Context: an optimization exercise on an open-source flow, tuned for small area. The choices shown serve that exercise and are no tape-out recipe. Function was checked by simulation only, so behaviour that the tests miss may differ from the original. Power is estimated from default activity; no workload was simulated.

==> inputs of ember <==
// LCD_Driver
module LCD_Driver(
    output SF_CE0,
    output LCD_RW,
    output LCD_RS,
    output [3:0] SF_D,
    output LCD_E,
    input clock,
    input reset
);
Settings: LEC_CHECK=0, CAP_MARGIN=20, CORE_MARGIN=2, CORE_UTILIZATION=40, SLEW_MARGIN=20; clock period 20.0 ns.
standard.sh (not shown) runs the stock make flow with config.mk's settings and CLKGATE_MAP_FILE= SYNTH_SCRIPT=/design/flow/synth_recipe.tcl, a recipe that flattens the netlist after the stock synthesis.
==> flow/flow/run.sh <==
#!/bin/bash
# Own layout flow: the standard ORFS flow, with two changes.
# 1. Synthesis: the standard synthesis script (synth_recipe.tcl -> ORFS synth.tcl) run against
#    a copy of ORFS's scripts in which the combinational mapping uses an area-oriented ABC
#    script and Yosys does not pre-extract half/full adders. Registers, their names and their
#    cell types are made exactly as in the standard synthesis (dfflibmap runs before ABC).
# 2. Layout: port buffers use buf_1, and CTS uses small clock buffers without dummy loads.
# Every tool's output goes to a log file in this folder.
set -euo pipefail
W=$(pwd)
cp -r "$FLOW_HOME/scripts" "$W/myscripts"
cp "$W/flow/abc_area_deep.script" "$W/myscripts/abc_speed.script"
python3 - "$W/myscripts/synth.tcl" <<'PY'
import sys
p = sys.argv[1]
s = open(p).read()
old = "if {\n  [env_var_exists_and_non_empty ADDER_MAP_FILE] &&"
assert old in s
s = s.replace(old, "if { 0 &&\n  [env_var_exists_and_non_empty ADDER_MAP_FILE] &&")
open(p, "w").write(s)
PY
bash standard.sh SCRIPTS_DIR="$W/myscripts" synth > "$W/log_synth.txt" 2>&1
export BUFFER_PORTS_ARGS="-buffer_cell sky130_fd_sc_hd__buf_1"
export CTS_ARGS="-sink_clustering_enable -repair_clock_nets -dont_use_dummy_load -buf_list {sky130_fd_sc_hd__clkbuf_8} -root_buf sky130_fd_sc_hd__clkbuf_8"
bash standard.sh finish > "$W/log_layout.txt" 2>&1
==> flow/flow/abc_area_deep.script <==
&get -n
&st
&deepsyn -T 120
&dch -f
&nf -R 1000 -p
&put
topo
dnsize -c
==> fjord (differences from ember) <==
--- a/flow/flow/run.sh
+++ b/flow/flow/run.sh
@@ -18,8 +18,8 @@
 assert old in s
 s = s.replace(old, "if { 0 &&\n  [env_var_exists_and_non_empty ADDER_MAP_FILE] &&")
 open(p, "w").write(s)
 PY
 bash standard.sh SCRIPTS_DIR="$W/myscripts" synth > "$W/log_synth.txt" 2>&1
 export BUFFER_PORTS_ARGS="-buffer_cell sky130_fd_sc_hd__buf_1"
-export CTS_ARGS="-sink_clustering_enable -repair_clock_nets -dont_use_dummy_load -buf_list {sky130_fd_sc_hd__clkbuf_8} -root_buf sky130_fd_sc_hd__clkbuf_8"
+export CTS_ARGS="-sink_clustering_enable -sink_clustering_size 8 -repair_clock_nets -dont_use_dummy_load -buf_list {sky130_fd_sc_hd__clkbuf_4} -root_buf sky130_fd_sc_hd__clkbuf_4"
 bash standard.sh finish > "$W/log_layout.txt" 2>&1
==> violet (differences from ember) <==
==> flow/design.v (replaced) <==
module LCD_Driver(
    output SF_CE0,
    output LCD_RW,
    output LCD_RS,
    output [3:0] SF_D,
    output LCD_E,
    input clock,
    input reset
);
    localparam [10:0] Q_RST  = 11'd1318;
    localparam [10:0] Q_WRAP = 11'd0;
    localparam [10:0] M_RST  = 11'd105;
    reg [10:0] q;
    reg [10:0] m;
    wire bslot = (~m[10] & ~m[9] & ~m[8] & ~m[7] & ~m[6] & m[5]) | (~m[10] & ~m[9] & ~m[8] & ~m[7] & m[6] & ~m[5]) | (m[10] & ~m[9] & ~m[8] & ~m[7] & ~m[6] & ~m[5] & ~m[4] & m[3]) | (~m[10] & ~m[9] & ~m[8] & ~m[7] & ~m[6] & m[4] & m[3] & m[2] & m[1]);
    wire rn0 = (m[5] & ~m[3] & ~m[2] & ~m[1]) | (~m[10] & ~m[4] & m[3] & m[1] & m[0]) | (m[6] & ~m[2] & m[1] & ~m[0]) | (m[5] & ~m[2] & ~m[1] & ~m[0]) | (~m[4] & ~m[3] & m[2] & ~m[1] & m[0]) | (m[5] & m[4] & ~m[2] & m[1] & m[0]) | (~m[5] & ~m[4] & m[2] & m[1] & m[0]) | (m[5] & ~m[4] & ~m[3] & ~m[2] & ~m[0]) | (m[6] & m[3] & m[2] & ~m[1] & ~m[0]) | (~m[5] & m[4] & m[2] & ~m[1] & m[0]) | (m[4] & m[3] & m[2] & ~m[1] & m[0]);
    wire rn1 = (~m[3] & ~m[2] & ~m[1] & m[0]) | (m[4] & m[3] & ~m[2] & m[1] & m[0]) | (m[6] & ~m[4] & ~m[3] & ~m[1] & m[0]) | (~m[5] & m[3] & ~m[2] & m[1] & m[0]) | (m[6] & m[3] & m[2] & ~m[0]) | (m[5] & ~m[4] & m[3] & m[2] & ~m[1]) | (m[4] & ~m[3] & ~m[1] & ~m[0]) | (m[5] & ~m[4] & m[1] & ~m[0]) | (m[6] & m[4] & ~m[0]) | (m[6] & m[4] & m[2] & m[1]) | (m[5] & ~m[3] & m[2] & m[1] & m[0]) | (~m[4] & m[3] & ~m[2] & ~m[1] & ~m[0]) | (m[5] & ~m[4] & m[2] & ~m[0]);
    wire rn2 = (m[4] & ~m[2] & m[1]) | (m[10] & ~m[2] & m[1] & m[0]) | (m[6] & ~m[4] & ~m[3] & ~m[1]) | (~m[4] & ~m[3] & ~m[0]) | (m[5] & ~m[4] & m[3] & ~m[1]) | (m[5] & ~m[4] & m[3] & m[2] & m[0]) | (~m[6] & m[4] & ~m[3] & m[1]) | (m[5] & m[4] & m[3] & ~m[0]) | (~m[10] & ~m[2] & m[1] & ~m[0]) | (~m[5] & m[2] & ~m[1] & m[0]) | (m[6] & m[2] & ~m[0]) | (~m[5] & ~m[3] & ~m[0]);
    wire rn3 = (m[10] & ~m[1] & m[0]) | (m[5] & ~m[4] & m[3] & m[2] & m[0]) | (m[4] & m[3] & m[2] & m[1] & ~m[0]);
    wire rtxt = (~m[3]) | (~m[10] & ~m[4]) | (~m[10] & ~m[1]) | (m[4] & ~m[2]);
    wire rchg = (m[4] & m[3] & m[2] & m[0]) | (m[6] & m[4] & m[2] & m[1] & m[0]);
    wire mp1 = (~m[10] & m[9] & m[8] & ~m[7] & ~m[6] & m[5] & m[4] & m[3] & ~m[2] & ~m[1] & m[0]);
    wire mp2 = (~m[10] & m[9] & m[8] & m[7] & m[6] & m[5] & m[4] & m[3] & m[2] & m[1] & m[0]);
    wire mp3 = (m[10] & ~m[9] & ~m[8] & ~m[7] & ~m[6] & ~m[5] & ~m[4] & ~m[3] & m[2] & ~m[1] & m[0]);
    wire mp4 = (m[10] & ~m[9] & ~m[8] & ~m[7] & ~m[6] & ~m[5] & ~m[4] & ~m[3] & m[2] & m[1] & m[0]);
    wire mdone = (~m[10] & ~m[9] & ~m[8] & ~m[7] & m[6] & ~m[5] & m[4] & m[2] & m[1] & m[0]);
    wire mskip = (~m[9] & ~m[8] & ~m[7] & m[6] & ~m[5] & m[4] & m[3] & ~m[2] & ~m[1] & m[0]);
    wire mmid = (~m[10] & m[9] & m[8] & m[7]) | (~m[10] & m[9] & m[8] & m[6]) | (~m[10] & m[9] & m[8] & m[5] & m[4] & m[3] & m[2]) | (m[10] & ~m[9] & ~m[8] & ~m[7] & ~m[6] & ~m[5] & ~m[4] & ~m[3] & ~m[1]) | (~m[10] & m[9] & m[8] & m[5] & m[4] & m[3] & m[1]) | (m[10] & ~m[9] & ~m[8] & ~m[7] & ~m[6] & ~m[5] & ~m[4] & ~m[3] & ~m[2]) | (m[10] & ~m[9] & ~m[8] & ~m[7] & ~m[6] & ~m[5] & ~m[4] & ~m[3] & ~m[0]);
    wire q_endu = q[0] & q[1] & q[6];    
    wire q_endl = q[1] & q[5] & q[6] & q[7] & q[8] & q[9] & q[10];    
    wire q_skip = q[2] & q[5] & q[6] & q[8] & q[9];
    wire q_done = q[0] & q[5] & q[6] & q[7] & q[8] & q[9] & q[10];
    wire q_end1 = q[2] & q[5] & q[7] & q[8];
    wire q_end2 = q[2] & q[8] & q[9];
    wire q_end3 = q[1] & q[3] & q[4] & q[7] & q[8] & q[9] & q[10];
    wire q_rs = (q[10] & q[9] & q[8] & q[7] & q[6] & q[5] & q[0]) | (q[10] & q[9] & q[8] & q[7] & q[6] & q[5] & q[1]);    
    wire ew = (~q[10] & ~q[9] & ~q[8] & ~q[7] & ~q[6] & ~q[5] & ~q[4] & ~q[3] & q[1]) | (~q[10] & ~q[9] & ~q[8] & ~q[7] & ~q[6] & ~q[5] & ~q[4] & q[2] & ~q[1]) | (~q[10] & ~q[9] & ~q[8] & ~q[7] & ~q[6] & ~q[5] & ~q[4] & q[3] & ~q[2]) | (~q[10] & ~q[9] & ~q[8] & ~q[7] & ~q[6] & ~q[5] & ~q[4] & q[1] & ~q[0]);
    wire lt2 = (~q[10] & ~q[9] & ~q[8] & ~q[7] & ~q[6] & ~q[5] & ~q[4] & ~q[3] & ~q[2] & ~q[1]);
    wire lt2016 = (~q[6]) | (~q[5]) | (~q[7]) | (~q[8]) | (~q[10]) | (~q[9]);
    wire done = mdone & q_done;
    wire wrap = (m[0] ? (q_endl | (mskip & q_skip) | (mp1 & q_end1) | (mp2 & q_end2) | (mp3 & q_end3)) : q_endu) & ~done;
    wire [11:0] qc;
    wire [11:0] mc;
    assign qc[0] = ~done;
    assign mc[0] = wrap;
    genvar i;
    generate for (i = 0; i < 11; i = i + 1) begin : gq
        assign qc[i+1] = qc[i] & q[i];
        always @(posedge clock)
            q[i] <= reset ? Q_RST[i] : (wrap ? Q_WRAP[i] : (q[i] ^ qc[i]));
    end endgenerate
    generate for (i = 0; i < 11; i = i + 1) begin : gm
        assign mc[i+1] = mc[i] & m[i];
        always @(posedge clock)
            m[i] <= reset ? M_RST[i] : (m[i] ^ mc[i]);
    end endgenerate
    wire mpw = mp1 | mp2 | mp3 | mp4;
    wire d3  = (mp1 & ~lt2) | mmid | (mp4 & lt2);
    wire di1 = d3 | (mp4 & ~lt2 & lt2016);
    wire di0 = d3;
    assign SF_CE0 = 1'b1;
    assign LCD_RW = 1'b0;
    assign LCD_E  = (bslot | mpw) & ew;
    assign SF_D   = bslot ? ((m[0] & q_endl) ? 4'd0 : {rn3, rn2, rn1 & ~done, rn0}) : {2'b00, di1, di0};
    assign LCD_RS = bslot & (rtxt ^ (m[0] & q_rs & rchg));
endmodule
==> flow/flow/abc_area_deep.script (replaced) <==
&get -n
&st
&deepsyn -T 300
&dch -f
&nf -R 1000 -p
&put
topo
dnsize -c
==> notes <==
- In ember the setup slack is lower than in violet, by 0.26 ns.
- The lowest total power belongs to violet, the highest to ember.
- First-iteration DRC count, highest first: ember, fjord, violet.
- Cell area, highest first: violet, ember, fjord.
- Clock power: fjord is lower than violet (about 26%).
- In combinational power, ember is at 3.9 times the value of violet.
- Of violet and fjord, violet has the higher hold slack (gap 0.025 ns).
- In violet the wire length is higher than in ember, by about 4%.
- Die area: ember is lower than violet (0.87%).
- In clock-buffer cell count, violet and fjord do not differ.
==> figures <==
	fjord	violet	ember
Most common cell after layout, fill and taps aside	sky130_fd_sc_hd__nand2_1	sky130_fd_sc_hd__nor2_1	sky130_fd_sc_hd__nand2_1
Proportion of cell area spent on the clock network	0.0160	0.0286	0.0289
Result of the run	timing/DRC/antenna clean	timing/DRC/antenna clean	timing/DRC/antenna clean
DIE HEIGHT	61.5 um	61.8 um	61.5 um
Crit Reg-Reg Startpoint	m[4]	m[7]	m[4]
Delay of the slowest critical-path stage	0.45 ns	0.48 ns	0.43 ns
Setup skew after layout	0.00911 ns	0.00863 ns	0.00629 ns
Met3 Track Usage GR	0.0441	0.0311	0.0441
Seq/total area	0.312	0.305	0.308
Switching share of power	0.288	0.219	0.270
Hold Path Cell Cnt	2	1	2
Clock share of power	0.244	0.354	0.303
Reported net switching power	0.0232 mW	0.0166 mW	0.0236 mW
P_int	0.0574 mW	0.0591 mW	0.0638 mW
Syn Nets	194	187	194
DP Cell Count	241	234	241
Instance area at placement	0.00139 mm^2	0.00140 mm^2	0.00139 mm^2
Layout net count	204	197	204
Complex-gate fraction of the synthesized area	0.220	0.253	0.220
Effective utilization at floorplan	0.426	0.430	0.426
Clock-pin slew on the worst setup and hold paths	0.12 ns	0.07 ns	0.08 ns

## re-timing with driven ports
The flow's constraints put no driver on any port. The routed layouts listed below were extracted and timed again, unchanged, in two steps. Step 1 sets driving cells, clkbuf_16 on the clock port and buf_2 on the other inputs (assumed; they add their load-dependent delay and slew). Step 2 also shifts input and output timing later by t, the mid clock arrival at the registers, as if the neighbouring blocks saw the same clock. Three values: ideal ports, drivers, drivers and shift; two values: the first two.
run | shift t [ns] | setup slack, ns | clock arrival spread, ns
ember | 0.279 | 13.275 / 13.250 / 13.530 | 0.007 / 0.007
fjord | 0.320 | 13.206 / 13.186 / 13.506 | 0.009 / 0.009
violet | 0.279 | 13.535 / 13.512 / 13.792 | 0.009 / 0.009
After both steps setup and hold are still met in every run listed.
